Source: an optimization exercise on an open RTL-to-GDS flow (aim: small area, a short achievable clock period and few clock cycles). Production flows keep margins and buffers that such runs may drop. Function was checked by simulation only, so behaviour that the tests miss may differ from the original. Power figures rest on the tool's default switching activity, not on a simulated workload.

### design.v
`timescale 1ns / 1ps
module booth_digit (
    input  [2:0] t,             
    output [3:0] sel            
    );
    assign sel[0] = ~t[2] & (t[1] ^ t[0]);
    assign sel[1] = ~t[2] &  t[1] &  t[0];
    assign sel[2] =  t[2] & (t[1] ^ t[0]);
    assign sel[3] =  t[2] & ~t[1] & ~t[0];
endmodule
module mac_cs (
    input  [7:0]  p,
    input  [9:0]  np,
    input  [15:0] sel,           
    input  [20:0] x_s,
    input  [20:0] x_c,
    output [20:0] s,
    output [20:0] c
    );
    wire [9:0] p1  = {2'b00, p};
    wire [9:0] p2  = {1'b0, p, 1'b0};
    wire [9:0] n2  = {np[8:0], 1'b0};
    wire [3:0] d0 = sel[3:0];
    wire [9:0] v0 = ({10{d0[0]}} & p1) | ({10{d0[1]}} & p2) |
                    ({10{d0[2]}} & np) | ({10{d0[3]}} & n2);
    wire [9:0] e0 = {~v0[9], v0[8:0]};
    wire [3:0] d1 = sel[7:4];
    wire [9:0] v1 = ({10{d1[0]}} & p1) | ({10{d1[1]}} & p2) |
                    ({10{d1[2]}} & np) | ({10{d1[3]}} & n2);
    wire [9:0] e1 = {~v1[9], v1[8:0]};
    wire [3:0] d2 = sel[11:8];
    wire [9:0] v2 = ({10{d2[0]}} & p1) | ({10{d2[1]}} & p2) |
                    ({10{d2[2]}} & np) | ({10{d2[3]}} & n2);
    wire [9:0] e2 = {~v2[9], v2[8:0]};
    wire [3:0] d3 = sel[15:12];
    wire [9:0] v3 = ({10{d3[0]}} & p1) | ({10{d3[1]}} & p2) |
                    ({10{d3[2]}} & np) | ({10{d3[3]}} & n2);
    wire [9:0] e3 = {~v3[9], v3[8:0]};
    wire s1 = x_s[4] ^ x_c[4];
    wire c2 = x_s[4] & x_c[4];
    wire s3 = x_s[5] ^ x_c[5] ^ e0[5];
    wire c4 = (x_s[5] & x_c[5]) | (x_s[5] & e0[5]) | (x_c[5] & e0[5]);
    wire s5 = x_s[6] ^ x_c[6] ^ e0[6];
    wire c6 = (x_s[6] & x_c[6]) | (x_s[6] & e0[6]) | (x_c[6] & e0[6]);
    wire s7 = e1[4] ^ e2[2];
    wire c8 = e1[4] & e2[2];
    wire s9 = x_s[7] ^ x_c[7] ^ e0[7];
    wire c10 = (x_s[7] & x_c[7]) | (x_s[7] & e0[7]) | (x_c[7] & e0[7]);
    wire s11 = e1[5] ^ e2[3] ^ e3[1];
    wire c12 = (e1[5] & e2[3]) | (e1[5] & e3[1]) | (e2[3] & e3[1]);
    wire s13 = x_s[8] ^ x_c[8] ^ e0[8];
    wire c14 = (x_s[8] & x_c[8]) | (x_s[8] & e0[8]) | (x_c[8] & e0[8]);
    wire s15 = e1[6] ^ e2[4] ^ e3[2];
    wire c16 = (e1[6] & e2[4]) | (e1[6] & e3[2]) | (e2[4] & e3[2]);
    wire s17 = x_s[9] ^ x_c[9] ^ e0[9];
    wire c18 = (x_s[9] & x_c[9]) | (x_s[9] & e0[9]) | (x_c[9] & e0[9]);
    wire s19 = e1[7] ^ e2[5] ^ e3[3];
    wire c20 = (e1[7] & e2[5]) | (e1[7] & e3[3]) | (e2[5] & e3[3]);
    wire s21 = x_s[10] ^ x_c[10] ^ e1[8];
    wire c22 = (x_s[10] & x_c[10]) | (x_s[10] & e1[8]) | (x_c[10] & e1[8]);
    wire s23 = e2[6] ^ e3[4];
    wire c24 = e2[6] & e3[4];
    wire s25 = x_s[11] ^ x_c[11] ^ e1[9];
    wire c26 = (x_s[11] & x_c[11]) | (x_s[11] & e1[9]) | (x_c[11] & e1[9]);
    wire s27 = e2[7] ^ e3[5];
    wire c28 = e2[7] & e3[5];
    wire s29 = x_s[12] ^ x_c[12] ^ e2[8];
    wire c30 = (x_s[12] & x_c[12]) | (x_s[12] & e2[8]) | (x_c[12] & e2[8]);
    wire s31 = x_s[13] ^ x_c[13];
    wire c32 = x_s[13] & x_c[13];
    wire s33 = x_s[2] ^ x_c[2];
    wire c34 = x_s[2] & x_c[2];
    wire s35 = x_s[3] ^ x_c[3] ^ e0[3];
    wire c36 = (x_s[3] & x_c[3]) | (x_s[3] & e0[3]) | (x_c[3] & e0[3]);
    wire s37 = e0[4] ^ e1[2] ^ e2[0];
    wire c38 = (e0[4] & e1[2]) | (e0[4] & e2[0]) | (e1[2] & e2[0]);
    wire s39 = e1[3] ^ e2[1] ^ c2;
    wire c40 = (e1[3] & e2[1]) | (e1[3] & c2) | (e2[1] & c2);
    wire s41 = e3[0] ^ c4 ^ s5;
    wire c42 = (e3[0] & c4) | (e3[0] & s5) | (c4 & s5);
    wire s43 = c6 ^ c8 ^ s9;
    wire c44 = (c6 & c8) | (c6 & s9) | (c8 & s9);
    wire s45 = c10 ^ c12 ^ s13;
    wire c46 = (c10 & c12) | (c10 & s13) | (c12 & s13);
    wire s47 = c14 ^ c16 ^ s17;
    wire c48 = (c14 & c16) | (c14 & s17) | (c16 & s17);
    wire s49 = c18 ^ c20 ^ s21;
    wire c50 = (c18 & c20) | (c18 & s21) | (c20 & s21);
    wire s51 = c22 ^ c24 ^ s25;
    wire c52 = (c22 & c24) | (c22 & s25) | (c24 & s25);
    wire s53 = e3[6] ^ c26 ^ c28;
    wire c54 = (e3[6] & c26) | (e3[6] & c28) | (c26 & c28);
    wire s55 = e2[9] ^ e3[7] ^ c30;
    wire c56 = (e2[9] & e3[7]) | (e2[9] & c30) | (e3[7] & c30);
    wire s57 = x_s[14] ^ x_c[14] ^ e3[8];
    wire c58 = (x_s[14] & x_c[14]) | (x_s[14] & e3[8]) | (x_c[14] & e3[8]);
    wire s59 = x_s[15] ^ x_c[15];
    wire c60 = x_s[15] & x_c[15];
    wire s61 = x_s[0] ^ x_c[0];
    wire c62 = x_s[0] & x_c[0];
    wire s63 = x_s[1] ^ x_c[1] ^ e0[1];
    wire c64 = (x_s[1] & x_c[1]) | (x_s[1] & e0[1]) | (x_c[1] & e0[1]);
    wire s65 = e0[2] ^ e1[0] ^ s33;
    wire c66 = (e0[2] & e1[0]) | (e0[2] & s33) | (e1[0] & s33);
    wire s67 = e1[1] ^ c34 ^ s35;
    wire c68 = (e1[1] & c34) | (e1[1] & s35) | (c34 & s35);
    wire s69 = s1 ^ c36 ^ s37;
    wire c70 = (s1 & c36) | (s1 & s37) | (c36 & s37);
    wire s71 = s3 ^ c38 ^ s39;
    wire c72 = (s3 & c38) | (s3 & s39) | (c38 & s39);
    wire s73 = s7 ^ c40 ^ s41;
    wire c74 = (s7 & c40) | (s7 & s41) | (c40 & s41);
    wire s75 = s11 ^ c42 ^ s43;
    wire c76 = (s11 & c42) | (s11 & s43) | (c42 & s43);
    wire s77 = s15 ^ c44 ^ s45;
    wire c78 = (s15 & c44) | (s15 & s45) | (c44 & s45);
    wire s79 = s19 ^ c46 ^ s47;
    wire c80 = (s19 & c46) | (s19 & s47) | (c46 & s47);
    wire s81 = s23 ^ c48 ^ s49;
    wire c82 = (s23 & c48) | (s23 & s49) | (c48 & s49);
    wire s83 = s27 ^ c50 ^ s51;
    wire c84 = (s27 & c50) | (s27 & s51) | (c50 & s51);
    wire s85 = s29 ^ c52 ^ s53;
    wire c86 = (s29 & c52) | (s29 & s53) | (c52 & s53);
    wire s87 = s31 ^ c54 ^ s55;
    wire c88 = (s31 & c54) | (s31 & s55) | (c54 & s55);
    wire s89 = c32 ^ c56 ^ s57;
    wire c90 = (c32 & c56) | (c32 & s57) | (c56 & s57);
    wire s91 = e3[9] ^ c58 ^ s59;
    wire c92 = (e3[9] & c58) | (e3[9] & s59) | (c58 & s59);
    wire s93 = x_s[16] ^ x_c[16] ^ c60;
    wire c94 = (x_s[16] & x_c[16]) | (x_s[16] & c60) | (x_c[16] & c60);
    wire s95 = x_s[17] ^ x_c[17];
    wire c96 = x_s[17] & x_c[17];
    wire s97 = x_s[18] ^ x_c[18];
    wire c98 = x_s[18] & x_c[18];
    wire s99 = x_s[19] ^ x_c[19];
    wire c100 = x_s[19] & x_c[19];
    wire s101 = x_s[20] ^ x_c[20];
    wire c102 = x_s[20] & x_c[20];
    assign s[0] = e0[0];
    assign c[0] = s61;
    assign s[1] = c62;
    assign c[1] = s63;
    assign s[2] = c64;
    assign c[2] = s65;
    assign s[3] = c66;
    assign c[3] = s67;
    assign s[4] = c68;
    assign c[4] = s69;
    assign s[5] = c70;
    assign c[5] = s71;
    assign s[6] = c72;
    assign c[6] = s73;
    assign s[7] = c74;
    assign c[7] = s75;
    assign s[8] = c76;
    assign c[8] = s77;
    assign s[9] = c78;
    assign c[9] = s79;
    assign s[10] = c80;
    assign c[10] = s81;
    assign s[11] = c82;
    assign c[11] = s83;
    assign s[12] = c84;
    assign c[12] = s85;
    assign s[13] = c86;
    assign c[13] = s87;
    assign s[14] = c88;
    assign c[14] = s89;
    assign s[15] = c90;
    assign c[15] = s91;
    assign s[16] = c92;
    assign c[16] = s93;
    assign s[17] = c94;
    assign c[17] = s95;
    assign s[18] = c96;
    assign c[18] = s97;
    assign s[19] = c98;
    assign c[19] = s99;
    assign s[20] = c100;
    assign c[20] = s101;
endmodule
`timescale 1ns / 1ps
module queue_mac_controller #(parameter data_size= 8, out_data_size= 24, img_address_size = 14, weight_address_size = 8,out_address_size = 17,img_size = 128) (
    input clk,
    input rst,
    input start,
    input [data_size-1:0] img_data,
    input [data_size-1:0] weight_data,
    output [img_address_size -1:0] img_address,
    output [weight_address_size-1:0] weight_address,
    output img_data_ena,
    output weight_data_ena,
    output reg done,
    output reg data_validity,
    output reg [out_address_size-1:0] out_address,
    output [out_data_size-1:0] out_data
    );
    reg        busy;       
    reg        wld;        
    reg [1:0]  q;          
    reg        iss;        
    reg [2:0]  ph;         
    reg [6:0]  c;          
    reg [6:0]  r;          
    reg [6:0]  ra;         
    reg [4:0]  waddr;
    reg        wena;
    wire last_ph = (ph == 3'd5);
    wire last_c  = (c == 7'd127);
    wire last_r  = (r == 7'd122);
    wire iss_end = last_ph & last_c & last_r;
    reg        busy_n, wld_n, iss_n;
    reg [1:0]  q_n;
    reg [2:0]  ph_n;
    reg [6:0]  c_n, r_n, ra_n;
    reg  go;
    wire begin_img = go;
    always @(*) begin
        busy_n = busy; wld_n = wld; iss_n = iss; q_n = q;
        ph_n = last_ph ? 3'd0 : ph + 3'd1;
        c_n = c; r_n = r; ra_n = ra;
        if (begin_img) begin
            busy_n = 1'b1; wld_n = 1'b1; iss_n = 1'b0; q_n = 2'd0; ph_n = 3'd0;
            c_n = 7'd0; r_n = 7'd0; ra_n = 7'd0;
        end else if (f_last[5]) begin
            busy_n = 1'b0; wld_n = 1'b0; iss_n = 1'b0;
        end else if (busy) begin
            if (last_ph) q_n = q + 2'd1;
            if (wld && last_ph && q == 2'd3) begin
                wld_n = 1'b0;
                iss_n = 1'b1;
            end
            if (iss) begin
                if (iss_end) iss_n = 1'b0;
                if (last_ph) begin
                    c_n = c + 7'd1;
                    if (last_c) begin
                        r_n  = r + 7'd2;
                        ra_n = r + 7'd2;
                    end else
                        ra_n = r;
                end else
                    ra_n = ra + 7'd1;
            end
        end
    end
    reg [4:0] wbase;
    always @(*) begin
        case (ph_n)
            3'd2:    wbase = 5'd5;
            3'd3:    wbase = 5'd10;
            3'd4:    wbase = 5'd15;
            3'd5:    wbase = 5'd20;
            default: wbase = 5'd0;
        endcase
        waddr = wbase + (iss_n ? 5'd4 : {3'b000, ~q_n});
    end
    reg [4:0] waddr_q;
    always @(posedge clk) begin
        if (rst) begin
            go   <= 1'b0;
            busy <= 1'b0;
            wld  <= 1'b0;
            iss  <= 1'b0;
            wena <= 1'b0;
        end else begin
            go   <= start & ~go & ~busy;
            busy <= busy_n;
            wld  <= wld_n;
            iss  <= iss_n;
            wena <= (wld_n | iss_n) & (ph_n != 3'd0);
        end
        q  <= q_n;
        ph <= ph_n;
        c  <= c_n;
        r  <= r_n;
        ra <= ra_n;
        waddr_q <= waddr;
    end
    assign img_address     = {ra, c};
    assign img_data_ena    = iss;
    assign weight_address  = {3'b000, waddr_q};
    assign weight_data_ena = wena;
    reg [2:0] f_zero, f_wld;             
    reg [5:0] f_col, f_last;             
    reg [6:0] f_cend;                    
    reg       out_a, out_b;                
    always @(posedge clk) begin
        if (rst) begin
            f_zero  <= 3'd0;
            f_wld   <= 3'd0;
            f_col   <= 6'd0;
            f_last  <= 6'd0;
            f_cend  <= 7'd0;
            out_a   <= 1'b0;
            out_b   <= 1'b0;
            data_validity <= 1'b0;
            done    <= 1'b0;
        end else begin
            f_zero  <= {f_zero[1:0],  busy & (ph == 3'd0)};
            f_wld   <= {f_wld[1:0],   wld};
            f_col   <= {f_col[4:0],   iss & last_ph & (c >= 7'd4)};
            f_last  <= {f_last[4:0],  iss & iss_end};
            f_cend  <= {f_cend[5:0],  iss & last_ph & last_c};
            out_a   <= f_col[4];
            out_b   <= f_col[5];
            data_validity <= f_col[4] | f_col[5];
            done    <= f_last[5];
        end
    end
    reg [7:0] pix, pixd, pixdd, wt;
    reg [9:0] npd, npdd;
    always @(posedge clk) begin
        pix   <= img_data;
        pixd  <= pix;
        pixdd <= pixd;
        npd   <= ~{2'b00, pix} + 10'd1;
        npdd  <= npd;
        wt    <= f_zero[1] ? 8'd0 : weight_data;
    end
    reg [31:0] wr0, wr1, wr2, wr3, wr4, wr5;
    always @(posedge clk) begin
        wr0 <= wr1;
        wr1 <= wr2;
        wr2 <= wr3;
        wr3 <= wr4;
        wr4 <= wr5;
        wr5 <= f_wld[2] ? {wr0[23:0], wt} : wr0;
    end
    wire [39:0] wrow = {wt, wr0};
    wire [79:0] sel_n;              
    reg  [79:0] sel;
    genvar gb, gj;
    generate for (gb = 0; gb < 5; gb = gb + 1) begin : g_w
        wire [8:0] wx = {wrow[8*gb+7:8*gb], 1'b0};
        for (gj = 0; gj < 4; gj = gj + 1) begin : g_d
            booth_digit bd (.t(wx[2*gj+2:2*gj]), .sel(sel_n[16*gb+4*gj+3:16*gb+4*gj]));
        end
    end endgenerate
    always @(posedge clk) sel <= sel_n;
    localparam [20:0] START_A = 21'd835072;    
    localparam [20:0] START_B = 21'd791552;    
    wire shift = f_col[4];       
    reg  [20:0] as [0:4], ac [0:4], bs [0:4], bc [0:4];
    wire [20:0] as_n [0:4], ac_n [0:4], bs_n [0:4], bc_n [0:4];
    integer k;
    reg  [2:0] jca [0:4], jcb [0:4];
    wire [4:0] fa, fb;
    always @(posedge clk) begin
        for (k = 0; k < 5; k = k + 1) begin
            jca[k] <= begin_img ? 3'b000 : {jca[k][1:0], ~jca[k][2]};
            jcb[k] <= begin_img ? 3'b000 : {jcb[k][1:0], ~jcb[k][2]};
        end
    end
    generate for (gb = 0; gb < 5; gb = gb + 1) begin : g_first
        assign fa[gb] = jca[gb][2] & ~jca[gb][1];
        assign fb[gb] = jcb[gb][2] & ~jcb[gb][1];
    end endgenerate
    reg  [20:0] axs [0:4], axc [0:4], bxs [0:4], bxc [0:4];
    always @(*) begin
        axs[0] = fa[0] ? START_A : as[0];
        axc[0] = fa[0] ? 21'd0   : ac[0];
        bxs[0] = fb[0] ? START_B : bs[0];
        bxc[0] = fb[0] ? 21'd0   : bc[0];
        for (k = 1; k < 5; k = k + 1) begin
            axs[k] = fa[k] ? as[k-1] : as[k];
            axc[k] = fa[k] ? ac[k-1] : ac[k];
            bxs[k] = fb[k] ? bs[k-1] : bs[k];
            bxc[k] = fb[k] ? bc[k-1] : bc[k];
        end
        if (shift) begin
            axs[4] = bs[4];
            axc[4] = bc[4];
        end
    end
    generate for (gb = 0; gb < 5; gb = gb + 1) begin : g_mac
        mac_cs ma (.p(pixdd), .np(npdd), .sel(sel[16*gb+15:16*gb]),
                   .x_s(axs[gb]), .x_c(axc[gb]), .s(as_n[gb]), .c(ac_n[gb]));
        mac_cs mb (.p(pixd),  .np(npd),  .sel(sel[16*gb+15:16*gb]),
                   .x_s(bxs[gb]), .x_c(bxc[gb]), .s(bs_n[gb]), .c(bc_n[gb]));
    end endgenerate
    always @(posedge clk) begin
        for (k = 0; k < 5; k = k + 1) begin
            as[k] <= as_n[k];
            ac[k] <= ac_n[k];
            bs[k] <= bs_n[k];
            bc[k] <= bc_n[k];
        end
    end
    reg [20:0] res;
    always @(posedge clk) res <= as[4] + ac[4];
    assign out_data = {{3{res[20]}}, res};
    always @(posedge clk) begin
        if (rst || !busy || begin_img) out_address <= 0;
        else if (out_a | out_b) begin
            if (!out_b)                    out_address <= out_address + 17'd124;
            else if (f_cend[6])            out_address <= out_address + 17'd1;
            else                           out_address <= out_address - 17'd123;
        end
    end
endmodule
### flow/run.sh
#!/bin/bash
set -euo pipefail
bash standard.sh "BUFFER_PORTS_ARGS=-buffer_cell sky130_fd_sc_hd__buf_4" \
    SETUP_SLACK_MARGIN=6.2 \
    "CTS_ARGS=-sink_clustering_enable -repair_clock_nets -dont_use_dummy_load -sink_clustering_size 20 -sink_clustering_max_diameter 80" \
    finish > make_finish.log 2>&1
### standard.sh
#!/bin/bash
# synth_recipe.tcl (not shown) runs the flow's synth.tcl, then flattens the netlist and writes it again
# the make line also repeats each setting of config.mk as NAME=value (left out here)
make -C /OpenROAD-flow-scripts/flow DESIGN_CONFIG=/design/flow/config.mk WORK_HOME=/design/flow/orfs CLKGATE_MAP_FILE= SYNTH_SCRIPT=/design/flow/synth_recipe.tcl "${@:-finish}"
### config.mk
export PLATFORM = sky130hd
export DESIGN_NAME = queue_mac_controller
export DESIGN_NICKNAME = queue_mac_controller
export VERILOG_FILES = /design/flow/design.v
export SDC_FILE = /design/flow/constraint.sdc
export NUM_CORES = 4
export LEC_CHECK = 0
export CAP_MARGIN = 20
export CORE_MARGIN = 2
export CORE_UTILIZATION = 45
export SLEW_MARGIN = 20
### constraint.sdc
create_clock -name core_clock -period 9.0 [get_ports {clk}]
set_input_delay 1.8000 -clock core_clock [delete_from_list [all_inputs] [get_ports {clk}]]
set_output_delay 1.8000 -clock core_clock [all_outputs]
set_load 0.01 [all_outputs]
==> impl_metrics.tcl, run 1 <==
set metrics [dict create \
    status "no timing/DRC/antenna violations" \
    post_dp_cell_area_um2 45500 \
    drive_above_1_share_pct 19.0 \
    hold_path_class "flip-flop to flip-flop" \
    period_share_pct 32.7 \
    hold_depth 0 \
    final_nets 4640 \
    swShare_pct 35.9 \
    max_slew_margin_pct 53.3 \
    p_seq_share_pct 43.2 \
    ant_nets 0 \
    fin_skew_ps 57.8 \
    r2r_cells 8 \
    r2r-end "ac[2][11]" \
    multi_input_area_um2 23800 \
    synth_edf_count 0 \
    yosysTopAreaCell "dfxtp_1" \
    yosys.cell_count.top_type "dfxtp_1" \
    final-max-slew-violation-count 0 \
    grt_pass1_vias 31628 \
    dp_hpwl_mm 78.1 \
    avgSynthCellArea_um2 10.8 \
    rows 114 \
    synthToLayoutAreaGrowth_pct 14.1 \
    place_congestion 0.862 \
    final_util_pct 51.8 \
    ctsHoldBuffers 0 \
    rsz0062_at_grt "yes" \
    startpoint "out_address[13]" \
    fillerInstances 8538 \
    power_switching_w 0.00454 \
    cts.clk_slew.worst_paths_ps 80 \
    worst_slew_pin_slew_ps 701 \
    ir_drop_mv 0.163 \
    path_cells "buf_6" \
    netlist_area_um2 43900 \
    fp.dieW_um 316 \
    power_per_cell_area_nw_per_um2 253 \
    die-area_um2 100000 \
    via_per_inst 5.88 \
    path_class "flip-flop to output pin" \
    critical_path_depth 1 \
    numPortBuffers 82 \
    syn_inst 4058 \
    min_period_ps 2940 \
    fin_tns_setup_ps 0 \
    wl_mm 132 \
    synthTopCellsByArea "dfxtp_1, fa_1, mux2_2" \
    clockBufferDepth 3 \
    arrival_ps 1140 \
    h-tree-depth 2 \
    initial_utilization_pct 45.4 \
    ios 86 \
    finalSetupViolations 0 \
    cts-buffers-inserted 54 \
    drc 0 \
    grt_use_total_pct 25.5 \
    clkLatencyLatePin_ps 660 \
    ys_types 65 \
    cp_top_family "flip-flops" \
    critPathMaxFanout 2 \
    r2r-start "jca[2][1]" \
    regArea_um2 17600 \
    critPathBufInv 1 \
    yosys_register_bits 867 \
    p_int_w 0.00811 \
    yosys_warnings 21 \
    holdWs_ps 311 \
    drt_first_pass_iters 9 \
    cp.required_ps 7200 \
    max_freq_ghz 0.340 \
    synth_top_area_share_pct 39.6 \
    route.vias.total 31477 \
    cpPeakStageDelay_ps 370 \
    p_leak_nw 22.4 \
    startpoint_type "flip-flop" \
    antenna_found_initial 2 \
    die_height_um 316 \
    core_area_um2 96700 \
    drtIter0Drc 3610 \
    cp-end-kind "output pin" \
    cts_tree "built" \
    fin_area_um2 50100 \
    r2r_setup_slack_ps 6200 \
    ys_seq_area_share_pct 39.6 \
    endpoint "out_address[13]" \
    power_w 0.0127 \
    cts_root_buf "clkbuf_16" \
    grt_start_max_net_pins 64 \
    overflow 0 \
    slowest_stage "dfxtp_4" \
    synthArstFlopShare_pct 0 \
    wl_per_cell_um 24.7 \
    synthTopCellsByCount "dfxtp_1, inv_1, fa_1, clkbuf_1, nand2_1" \
    clock-sinks 867 \
    pwr-share-clk_pct 18.6 \
    power_frac_comb_pct 38.2 \
    drv_cap 0 \
    grt_pass1_wl_mm 194 \
    hold_violations 0 \
    ys.flop_type "dfxtp_1" \
]
## layer usage
layer / routed length, um / GRT usage, % / up-vias / part of all wire (%)
li1: - / - / 13874 / -
met1: 53300 / 33.7 / 15499 / 40
met2: 60000 / 41.3 / 1707 / 45
met3: 13300 / 5.34 / 395 / 10
met4: 5370 / 9.66 / 2 / 4.1
met5: 9 / 0 / - / 0.0068
## logic make-up (layout without fill, tap and decap cells)
kind of cell | Yosys count | in the layout | share of synthesized area, %
AOI/OAI and AO/OA | 759 | 759 | 13.7
adders and majority gates | 544 | 544 | 22.2
xor gates and xnor gates | 82 | 82 | 1.64
other | 1 | 4 | 0.00855
DFF | 867 | 867 | 39.6
and+or+nand+nor | 610 | 610 | 6.88
muxes | 364 | 364 | 8.85
buffers and inverters | 831 | 846 | 7.19
## layout make-up
type                            count  area share (%)
Multi-Input combinational cell   2362            47.6
Sequential cell                   867            35.2
Timing Repair Buffer              329            7.86
Inverter                          463            3.47
Tap cell                         1276            3.19
Clock buffer                       54            2.70
Antenna cell                        1         0.00500
## flip-flops by register name, summed over array words and instances, names as in the netlist, 17 cells and up
| name | count |
|---|---|
| as | 105 |
| sel | 75 |
| wr1 | 32 |
| out_address | 17 |
| wr0 | 32 |
| bc | 105 |
| wr2 | 32 |
| wr3 | 32 |
| wr5 | 32 |
| bs | 105 |
| ac | 105 |
| res | 21 |
| wr4 | 32 |
## cell usage in the layout (no fill, tap or decap), types with 9 or more instances in the layout
master     Yosys  final
a21o_1        12     12
o21ai_0       63     61
nand3_1       23     23
inv_1        463    449
and2_1        46     46
inv_2          0     14
nor2b_1       78     76
dfxtp_2        0     63
xnor2_1       57     57
buf_12         0     32
fa_1         392    388
a222oi_1     120    120
nor2_1       141    140
a221oi_1     111    111
dfxtp_4        0     44
a22oi_1      189    189
nand2b_1      26     19
mux2_2       192    175
nor3b_1       21     21
ha_1         152    151
mux2i_4        0     17
and3_1        10     10
or2_2         12     11
a22o_1       121    121
mux2i_1      172    140
a21oi_1       66     62
nand2_1      193    193
buf_4          6    162
mux2_4         0     17
a211oi_1      12     11
bufbuf_16      0      9
o21a_1        25     25
xor2_1        25     25
buf_6          0     98
dfxtp_1      867    760
mux2i_2        0     15
clkbuf_16      0     70
nor3_1        21     20
## worst min-delay path by stage
stage               startpoint       to  slack, ps
floorplan               wr1[0]   wr0[0]        310
global placement       wr1[21]  wr0[21]        310
detailed placement     wr3[10]  wr2[10]        310
CTS                    wr3[28]  wr2[28]        320
global route            wr2[9]   wr1[9]        320
finish                 wr4[20]  wr3[20]        310
## power groups by stage
stage                     clock [W]  combinational (W)  sequential [W]
after global placement            0            0.00425         0.00547
after CTS                   0.00241            0.00470         0.00541
final                       0.00236            0.00483         0.00547
after detailed placement          0            0.00444         0.00549
after global routing        0.00255            0.00558         0.00555
after floorplan                   0            0.00344         0.00518
## repair_timing
action	4_1_cts	5_1_grt
cloned	17	16
resized for setup	220	226
setup endpoints to repair	202	152
pin swaps	3	84
hold endpoints to repair	0	0
buffers inserted	52	57
## per-stage QoR
stage               setup WS (ps)  std cells
global placement             5800       5155
detailed placement           5770       5155
floorplan                    6150       4060
global route                 6020       5351
CTS                          6030       5278
finish                       6060       5352
Testbench counts, summed over its fixed seeds: cycles 762,368.
==> run 2: changes to the inputs <==
==> flow/run.sh (replaced) <==
#!/bin/bash
set -euo pipefail
bash standard.sh "BUFFER_PORTS_ARGS=-buffer_cell sky130_fd_sc_hd__buf_4" \
    SETUP_SLACK_MARGIN=6.05 \
    "CTS_ARGS=-sink_clustering_enable -repair_clock_nets -dont_use_dummy_load -sink_clustering_size 24 -sink_clustering_max_diameter 90" \
    finish > make_finish.log 2>&1
==> run 2 against run 1 <==
  * Still clean on timing, DRC and antenna
  * Setup slack lost 2.6 ps
  * Critical path type unchanged
  * Core utilization down 2.4 points
  * Count of clock-buffer cells in the layout decreased by 8
  * Final cell count shrank 1.8%
  * Synthesized area did not move
  * Global-route usage is 1.1 points lower
  * Hold slack worse by 13 ps
  * Sequential share of layout area is 1.5 points higher
  * First-iteration DRC count shrank 1.9%
  * Clock skew increased by 4.5 ps
==> impl_metrics.tcl, run 2 <==
set metrics [dict create \
    cts.clk_slew.worst_paths_ps 100 \
    cp-end-kind "output pin" \
    period_share_pct 32.7 \
    ys_types 65 \
    wl_per_cell_um 24.0 \
    startpoint "c[0]" \
    fp.dieW_um 316 \
    cts-buffers-inserted 46 \
    r2r-start "npd[8]" \
    final_common_cell "dfxtp_1" \
    fin_tns_setup_ps 0 \
    r2r-end "bc[0][11]" \
    grt_pass1_wl_mm 188 \
    min_period_ps 2940 \
    synth_edf_count 0 \
    hold_violations 0 \
    startpoint_type "flip-flop" \
    critPathMaxFanout 4 \
    place_congestion 0.880 \
    endpoint "img_address[0]" \
    drt_first_pass_iters 10 \
    core_area_um2 96700 \
    ios 86 \
    h-tree-depth 2 \
    yosys.cell_count.top_type "dfxtp_1" \
    p_seq_share_pct 44.8 \
    wl_mm 126 \
    cp.required_ps 7200 \
    die_height_um 316 \
    synthTopCellsByCount "dfxtp_1, inv_1, fa_1, clkbuf_1, nand2_1" \
    via_per_inst 5.86 \
    final_nets 4543 \
    layout_common_cells "dfxtp_1, inv_1, fa_1" \
    pwr-share-clk_pct 18.0 \
    power_per_cell_area_nw_per_um2 253 \
    drive_above_1_share_pct 14.3 \
    antenna_found_initial 4 \
    r2r_cells 7 \
    hold_path_class "flip-flop to flip-flop" \
    syn_inst 4058 \
    grt_use_total_pct 24.4 \
    ys.flop_type "dfxtp_1" \
    power_switching_w 0.00438 \
    clkLatencyLatePin_ps 650 \
    yosys_warnings 21 \
    rows 114 \
    max_slew_margin_pct 52.9 \
    fin_skew_ps 62.3 \
    synthTopCellsByArea "dfxtp_1, fa_1, mux2_2" \
    yosysTopAreaCell "dfxtp_1" \
    arrival_ps 1140 \
    cts_tree "built" \
    critical_path_depth 1 \
    slowest_stage "dfxtp_4" \
    fillerInstances 8842 \
    synthToLayoutAreaGrowth_pct 8.83 \
    clock-sinks 867 \
    path_cells "buf_6" \
    yosys_register_bits 867 \
    ant_nets 0 \
    route.vias.total 30814 \
    clockBufferDepth 3 \
    p_leak_nw 21.5 \
    grt_pass1_vias 31576 \
    worst_slew_pin_slew_ps 705 \
    synth_top_area_share_pct 39.6 \
    dp_hpwl_mm 77.9 \
    cp_top_family "flip-flops" \
    power_frac_comb_pct 37.2 \
    ys_seq_area_share_pct 39.6 \
    status "no timing/DRC/antenna violations" \
    final-max-slew-violation-count 0 \
    numPortBuffers 82 \
    drtIter0Drc 3543 \
    drv_cap 0 \
    holdWs_ps 298 \
    avgSynthCellArea_um2 10.8 \
    die-area_um2 100000 \
    netlist_area_um2 43900 \
    max_freq_ghz 0.340 \
    synthArstFlopShare_pct 0 \
    path_class "flip-flop to output pin" \
    finalSetupViolations 0 \
    r2r_setup_slack_ps 6140 \
    overflow 0 \
    initial_utilization_pct 45.4 \
    critPathBufInv 1 \
    grt_start_max_net_pins 52 \
    cts_root_buf "clkbuf_16" \
    ir_drop_mv 0.152 \
    cpPeakStageDelay_ps 380 \
    rsz0062_at_grt "yes" \
    drc 0 \
    swShare_pct 36.3 \
    p_int_w 0.00770 \
]
-- run 2: cell counts after synthesis --
No cell type changed its count.
-- run 2: cell type report --
| type | count | area [um^2] | area share (%) |
|---|---|---|---|
| diodes | 1 | 2.50 | 0.00524 |
| multi-input cells | 2362 | 23400 | 49.1 |
| flip-flops and latches | 867 | 17500 | 36.6 |
| repair buffers | 240 | 2330 | 4.88 |
| inverters | 463 | 1740 | 3.64 |
| well taps | 1276 | 1600 | 3.34 |
| clock buffers | 46 | 1150 | 2.41 |
-- run 2: per-layer routing --
layer | global-route usage [%] | up-vias | part of all wire [%]
met5 | 0 | - | 0.019
met4 | 8.90 | 4 | 3.5
met3 | 5.82 | 376 | 10
met2 | 38.0 | 1608 | 45
met1 | 33.3 | 15171 | 41
li1 | - | 13655 | -
-- run 2: cells by family after synthesis --
logic type | after synthesis | share of synthesized area (%)
flops | 867 | 39.6
buf+inv | 831 | 7.19
compound gates | 759 | 13.7
simple gates | 610 | 6.88
fa+ha+maj | 544 | 22.2
mux | 364 | 8.85
xor+xnor | 82 | 1.64
other cells | 1 | 0.00855
-- run 2: worst register-to-register path, stage by stage, from the launching register on --
cell	delay [ps]
dfxtp_1	310
buf_4	470
a22oi_1	250
fa_1	570
inv_1	60
fa_1	540
inv_1	60
fa_1	480
-- run 2: worst min-delay path by stage --
stage / slack (ps) / from / endpoint / cells past startpoint
after floorplan: 310 / wr1[0] / wr0[0] / 0
after global placement: 310 / wr1[5] / wr0[5] / 0
after detailed placement: 310 / wr1[19] / wr0[19] / 0
after CTS: 300 / wr3[10] / wr2[10] / 0
after global routing: 300 / wr5[16] / wr4[16] / 0
final: 300 / wr5[16] / wr4[16] / 0
-- run 2: repair_timing --
action,CTS,global route
setup buffers,30,6
hold buffers,0,0
pin swaps,0,10
endpoints found under the setup margin,108,90
cloned,0,13
gates resized for setup,110,55
-- run 2: stage by stage --
| stage | cells | utilization, % | total power (W) | instance area, um^2 | setup WS (ps) |
|---|---|---|---|---|---|
| after floorplan | 4060 | - | 0.00861 | 43900 | 6040 |
| after global placement | 5159 | 47.1 | 0.00972 | 45500 | 5790 |
| after detailed placement | 5159 | 47.1 | 0.00991 | 45500 | 5740 |
| after CTS | 5235 | 48.8 | 0.0121 | 47200 | 6020 |
| after global routing | 5254 | 49.4 | 0.0131 | 47700 | 6000 |
| final | 5255 | 49.4 | 0.0121 | 47700 | 6060 |
-- run 2: power groups by stage --
stage                     logic (W)  registers, W  clock network (W)
after CTS                   0.00446       0.00539            0.00224
after global placement      0.00425       0.00548                  0
after detailed placement    0.00442       0.00549                  0
after global routing        0.00527       0.00550            0.00237
final                       0.00449       0.00541            0.00218
after floorplan             0.00343       0.00518                  0
==> run 3: changes to the inputs <==
--- a/design.v
+++ b/design.v
@@ -346,17 +346,16 @@
     reg  [20:0] as [0:4], ac [0:4], bs [0:4], bc [0:4];
     wire [20:0] as_n [0:4], ac_n [0:4], bs_n [0:4], bc_n [0:4];
     integer k;
-    reg  [2:0] jca [0:4], jcb [0:4];
+    reg  [2:0] jca [0:4];
     wire [4:0] fa, fb;
     always @(posedge clk) begin
         for (k = 0; k < 5; k = k + 1) begin
             jca[k] <= begin_img ? 3'b000 : {jca[k][1:0], ~jca[k][2]};
-            jcb[k] <= begin_img ? 3'b000 : {jcb[k][1:0], ~jcb[k][2]};
         end
     end
     generate for (gb = 0; gb < 5; gb = gb + 1) begin : g_first
         assign fa[gb] = jca[gb][2] & ~jca[gb][1];
-        assign fb[gb] = jcb[gb][2] & ~jcb[gb][1];
+        assign fb[gb] = fa[gb];
     end endgenerate
     reg  [20:0] axs [0:4], axc [0:4], bxs [0:4], bxc [0:4];
     always @(*) begin
==> flow/run.sh (replaced) <==
#!/bin/bash
set -euo pipefail
bash standard.sh "BUFFER_PORTS_ARGS=-buffer_cell sky130_fd_sc_hd__buf_4" \
    SETUP_SLACK_MARGIN=6.0 \
    "CTS_ARGS=-sink_clustering_enable -repair_clock_nets -dont_use_dummy_load -sink_clustering_size 27 -sink_clustering_max_diameter 95" \
    finish > make_finish.log 2>&1
==> run 3 against run 2 <==
  * Still clean on timing, DRC and antenna
  * Register-to-register slack lost 90 ps
  * Hold slack improved by 5.9 ps
  * Critical path depth unchanged
  * Synthesized cell count is 1.7% lower
==> impl_metrics.tcl, run 3 <==
set metrics [dict create \
    fin_area_um2 46400 \
    cts_root_buf "clkbuf_16" \
    die-area_um2 98700 \
    ys_types 63 \
    dp_hpwl_mm 76.0 \
    yosys_warnings 19 \
    place_congestion 0.845 \
    r2r_setup_slack_ps 6050 \
    path_cells "buf_4" \
    post_dp_cell_area_um2 44600 \
    die_height_um 314 \
    min-delay-start "wr1[23]" \
    r2r-start "jca[1][1]" \
    critPathBufInv 1 \
    final_common_cell "dfxtp_1" \
    netlist_area_um2 43300 \
    place_inst 5040 \
    ys.flop_type "dfxtp_1" \
    startpoint "c[1]" \
    wl_mm 121 \
    startpoint_type "flip-flop" \
    grt_start_max_net_pins 75 \
    critPathMaxFanout 4 \
    status "no timing/DRC/antenna violations" \
    wl_per_cell_um 23.7 \
    hold_path_class "flip-flop to flip-flop" \
    final_util_pct 48.8 \
    via_per_inst 5.82 \
    ios 86 \
    synthTopCellsByArea "dfxtp_1, fa_1, mux2_2" \
    drv_cap 0 \
    synthArstFlopShare_pct 0 \
    power_per_cell_area_nw_per_um2 256 \
    cp.required_ps 7200 \
    rsz0062_at_grt "yes" \
    clockBufferDepth 3 \
    final_nets 4425 \
    critical_path_depth 1 \
    grt_pass1_vias 30517 \
    drive_above_1_share_pct 12.8 \
    p_leak_nw 20.9 \
    h-tree-depth 2 \
    numPortBuffers 82 \
    synth_edf_count 0 \
    grt_pass1_wl_mm 185 \
    synthToLayoutAreaGrowth_pct 7.16 \
    cts_tree "built" \
    rows 113 \
    yosysTopAreaCell "dfxtp_1" \
    hold_depth 0 \
    max_slew_margin_pct 28.5 \
    clock-sinks 852 \
    max_freq_ghz 0.337 \
    final-max-slew-violation-count 0 \
    r2r-end "ac[1][6]" \
    arrival_ps 1170 \
    ant_nets 0 \
    cts-buffers-inserted 41 \
    clkLatencyLatePin_ps 640 \
    layout_common_cells "dfxtp_1, inv_1, fa_1" \
    period_share_pct 32.9 \
    min_period_ps 2970 \
    cts.clk_slew.worst_paths_ps 110 \
    fin_cells 5126 \
    worst_slew_pin_slew_ps 1070 \
    overflow 0 \
    path_class "flip-flop to output pin" \
    avgSynthCellArea_um2 10.9 \
    cp_top_family "flip-flops" \
    fin_skew_ps 59.1 \
    ys_seq_area_share_pct 39.4 \
    r2r_cells 8 \
    syn_inst 3990 \
    yosys_register_bits 852 \
    synth_top_area_share_pct 39.4 \
    route.vias.total 29853 \
    drc 0 \
    slowest_stage "dfxtp_4" \
    grt_use_total_pct 24.4 \
    cpPeakStageDelay_ps 370 \
    ir_drop_mv 0.156 \
    synthTopCellsByCount "dfxtp_1, inv_1, fa_1, clkbuf_1, a22oi_1" \
    fp.dieW_um 314 \
    yosys.cell_count.top_type "dfxtp_1" \
    antenna_found_initial 1 \
    hold_violations 0 \
    core_area_um2 95200 \
    drt_first_pass_iters 8 \
    fin_tns_setup_ps 0 \
    cp-end-kind "output pin" \
    finalSetupViolations 0 \
    whs_endpoint "wr0[23]" \
    drtIter0Drc 3236 \
    initial_utilization_pct 45.5 \
]
==> run 3: power by group <==
group,total [W],switching [W],internal [W]
clock,0.00203,0.00121,0.000819
sequential,0.00544,0.000729,0.00471
combinational,0.00439,0.00241,0.00198
==> run 3: metal layers <==
layer  part of all wire, %  wire length [um]  global-route usage, %
met5                     0                 0                      0
met4                   3.3              4000                   8.74
met3                   9.2             11200                   4.87
met2                    45             54300                   38.1
met1                    43             52000                   33.7
==> run 3: layout make-up <==
cell class | count | area [um^2]
Antenna cell | 1 | 2.50
Clock buffer | 41 | 1030
Sequential cell | 852 | 17200
Timing Repair Buffer | 183 | 1620
Tap cell | 1265 | 1580
Inverter | 456 | 1710
Multi-Input combinational cell | 2328 | 23300
Fill cell | 8732 | 48800
==> run 3: cell families (layout without fill, tap and decap cells) <==
kind of cell	count (synthesis)	after routing	synth area share (%)
muxes	367	367	9.04
buffers and inverters	819	680	7.17
adders and majority gates	544	544	22.5
xor gates and xnor gates	90	90	1.82
AOI/OAI and AO/OA	746	746	13.6
and+or+nand+nor	571	578	6.40
other	1	4	0.00866
DFF	852	852	39.4
==> run 3: worst max-delay path by stage <==
stage / end
after floorplan: ac[2][6]
after global placement: bc[4][6]
after detailed placement: bc[4][9]
after CTS: bc[4][9]
after global routing: ac[1][6]
final: img_address[1]
==> run 3: stage by stage <==
stage,setup WS (ps),total power [W],hold slack (ps)
finish,6030,0.0119,304
global route,5970,0.0129,303
CTS,5980,0.0119,304
detailed placement,5230,0.00984,312
global placement,5300,0.00963,310
floorplan,5920,0.00848,310
==> run 3: what timing repair did <==
action                     4_1_cts  5_1_grt
hold buffers                     0        0
resized for setup               79       44
setup endpoints to repair      183       59
setup buffers                   26        7
pin swaps                        1        2
gates cloned                     9        2
Testbench counts of run 3, summed over its fixed seeds: cycles 762,368.
==> run 4: changes to the inputs <==
==> flow/run.sh (replaced) <==
#!/bin/bash
set -euo pipefail
bash standard.sh "BUFFER_PORTS_ARGS=-buffer_cell sky130_fd_sc_hd__buf_4" \
    SETUP_SLACK_MARGIN=5.95 \
    "CTS_ARGS=-sink_clustering_enable -repair_clock_nets -dont_use_dummy_load -sink_clustering_size 27 -sink_clustering_max_diameter 95" \
    finish > make_finish.log 2>&1
==> run 4 against run 3 <==
  * Largest power group unchanged
  * Highest routed layer unchanged
  * Routed wire length fell by 0.37%
  * Die area did not move
  * Still clean
  * Hold slack got worse by 13 ps
  * Global-route usage fell by 0.18 points
==> impl_metrics.tcl, run 4 <==
set metrics [dict create \
    status "no timing/DRC/antenna violations" \
    r2r_cells 8 \
    power_per_cell_area_nw_per_um2 257 \
    place_congestion 0.838 \
    regArea_um2 17100 \
    max_freq_ghz 0.331 \
    yosys_register_bits 852 \
    wl_per_cell_um 23.7 \
    synthToLayoutAreaGrowth_pct 6.52 \
    clkLatencyLatePin_ps 640 \
    rsz0062_at_grt "yes" \
    numPortBuffers 82 \
    power_switching_w 0.00433 \
    clockBufferDepth 3 \
    drv_cap 0 \
    fp.dieW_um 314 \
    ios 86 \
    die_height_um 314 \
    via_per_inst 5.78 \
    cts_tree "built" \
    startpoint_type "flip-flop" \
    max_slew_margin_pct 27.2 \
    rows 113 \
    ir_drop_mv 0.178 \
    grt_pass1_wl_mm 183 \
    period_share_pct 33.6 \
    ys_seq_area_share_pct 39.4 \
    power_frac_comb_pct 36.8 \
    grt_use_total_pct 24.2 \
    p_seq_share_pct 46.0 \
    arrival_ps 1220 \
    multi_input_area_um2 23200 \
    avgSynthCellArea_um2 10.9 \
    fin_skew_ps 61.9 \
    drive_above_1_share_pct 11.6 \
    pwr-share-clk_pct 17.2 \
    ys_types 63 \
    cp-end-kind "output pin" \
    power_w 0.0118 \
    synthTopCellsByCount "dfxtp_1, inv_1, fa_1, clkbuf_1, a22oi_1" \
    clock-sinks 852 \
    cts_root_buf "clkbuf_16" \
    initial_utilization_pct 45.5 \
    path_class "flip-flop to output pin" \
    drt_first_pass_iters 10 \
    slowest_stage "dfxtp_1" \
    final_nets 4396 \
    whs_endpoint "wr4[20]" \
    post_dp_cell_area_um2 44600 \
    finalSetupViolations 0 \
    core_area_um2 95200 \
    h-tree-depth 2 \
    drc 0 \
    overflow 0 \
    cp_top_family "flip-flops" \
    cts-buffers-inserted 41 \
    die-area_um2 98700 \
    dp_hpwl_mm 75.7 \
    hold_path_class "flip-flop to flip-flop" \
    min_period_ps 3020 \
    final_common_cell "dfxtp_1" \
    route.vias.total 29477 \
    holdWs_ps 291 \
    p_leak_nw 20.8 \
    cpPeakStageDelay_ps 420 \
    fin_tns_setup_ps 0 \
    fillerInstances 8771 \
    grt_start_max_net_pins 84 \
    cp.required_ps 7200 \
    r2r-start "jca[3][1]" \
    path_cells "buf_4" \
    r2r_setup_slack_ps 6010 \
    synthTopCellsByArea "dfxtp_1, fa_1, mux2_2" \
    final-max-slew-violation-count 0 \
    hold_depth 0 \
    synth_edf_count 0 \
    yosys_warnings 19 \
    ys.flop_type "dfxtp_1" \
    r2r-end "bc[3][9]" \
    synth_top_area_share_pct 39.4 \
    fin_area_um2 46100 \
    yosys.cell_count.top_type "dfxtp_1" \
    synthArstFlopShare_pct 0 \
    syn_inst 3990 \
    antenna_found_initial 1 \
    netlist_area_um2 43300 \
    swShare_pct 36.6 \
    ant_nets 0 \
    hold_violations 0 \
    critPathMaxFanout 4 \
    layout_common_cells "dfxtp_1, inv_1, fa_1" \
    min-delay-start "wr5[20]" \
    cts.clk_slew.worst_paths_ps 100 \
    yosysTopAreaCell "dfxtp_1" \
    grt_pass1_vias 29978 \
    drtIter0Drc 3180 \
    critPathBufInv 1 \
    worst_slew_pin_slew_ps 1090 \
    wl_mm 121 \
    p_int_w 0.00750 \
]
[run 4: final cells by class]
class | count | area share [%]
Clock buffer | 41 | 2.22
Timing Repair Buffer | 155 | 3.10
Sequential cell | 852 | 37.1
Antenna cell | 2 | 0.0109
Inverter | 456 | 3.71
Tap cell | 1265 | 3.43
Multi-Input combinational cell | 2327 | 50.4
[run 4: worst max path at each step]
| stage | from | endpoint | slack, ps | cells past startpoint |
|---|---|---|---|---|
| 2_1_floorplan | jca[2][1] | ac[2][6] | 5920 | 9 |
| 3_3_place_gp | jca[4][1] | ac[4][9] | 5330 | 9 |
| 3_5_place_dp | jca[4][1] | ac[4][11] | 5230 | 9 |
| 4_1_cts | jca[1][1] | bc[1][6] | 5920 | 8 |
| 5_1_grt | jca[3][1] | ac[3][6] | 5950 | 8 |
| 6_report | c[5] | img_address[5] | 5980 | 1 |
[run 4: through the flow]
stage                     util (%)  worst slack, ps  cells
after floorplan                  -             5920   3992
after global placement        46.9             5330   5035
after detailed placement      46.9             5230   5035
after CTS                     48.3             5920   5091
after global routing          48.5             5950   5096
final                         48.5             5980   5098
[run 4: routing by layer]
| layer | vias to the layer above | wire (um) | global-route usage (%) |
|---|---|---|---|
| li1 | 13274 | - | - |
| met1 | 14607 | 52600 | 33.8 |
| met2 | 1298 | 54800 | 38.3 |
| met3 | 298 | 10100 | 3.99 |
| met4 | 0 | 3550 | 8.04 |
| met5 | - | 0 | 0 |
[run 4: cells by family after synthesis]
| group | Yosys count | share of synthesized area, % |
|---|---|---|
| XOR/XNOR | 90 | 1.82 |
| adder cells (fa/ha/maj) | 544 | 22.5 |
| multiplexers | 367 | 9.04 |
| AO/OA/AOI/OAI | 746 | 13.6 |
| AND/OR/NAND/NOR | 571 | 6.40 |
| flip-flops | 852 | 39.4 |
| other | 1 | 0.00866 |
| buffers and inverters | 819 | 7.17 |
[run 4: power groups by stage]
stage | clock network, W | logic [W] | registers (W)
finish | 0.00203 | 0.00435 | 0.00544
global route | 0.00222 | 0.00512 | 0.00552
CTS | 0.00210 | 0.00440 | 0.00542
detailed placement | 0 | 0.00432 | 0.00550
global placement | 0 | 0.00415 | 0.00549
floorplan | 0 | 0.00338 | 0.00510
[run 4: what timing repair did]
action | 4_1_cts | 5_1_grt
pin swaps | 1 | 4
resized for setup | 38 | 36
hold buffers | 0 | 0
endpoints found under the setup margin | 127 | 66
buffers inserted | 6 | 2
cloned | 9 | 2
endpoints found under the hold margin | 0 | 0

[re-timing with driven ports]
The flow's constraints put no driver on any port. The routed layouts listed below were extracted and timed again, unchanged, in two steps.
Step 1 (the two cells are an assumption about what drives the block):
set clk [get_ports {clk}]
set_driving_cell -lib_cell sky130_fd_sc_hd__clkbuf_16 $clk
set_driving_cell -lib_cell sky130_fd_sc_hd__buf_2 [delete_from_list [all_inputs] $clk]
Step 2 times the ports against the registers' clock, not the clock port: input delays grow and output delays shrink by t, the midpoint of the rising clock arrivals with the driver on.
a / b / c = ideal / step 1 / step 2; a / b = the first two.
run | t (ns) | slack for setup (ns) | clock arrival spread, ns | worst slew at a driven data input, ns
run 1 | 0.701 | 6.060 / 5.988 / 5.782 | 0.059 / 0.058 | 0.04
run 2 | 0.681 | 6.057 / 5.991 / 5.718 | 0.065 / 0.065 | 0.04
run 3 | 0.684 | 6.035 / 5.969 / 6.011 | 0.070 / 0.070 | 0.04
run 4 | 0.682 | 5.978 / 5.908 / 6.008 | 0.064 / 0.064 | 0.03
After both steps every run listed still meets setup and hold. The setup slack of run 2, which loses most, moves by -0.066 ns with the drivers and by -0.339 ns with both steps.
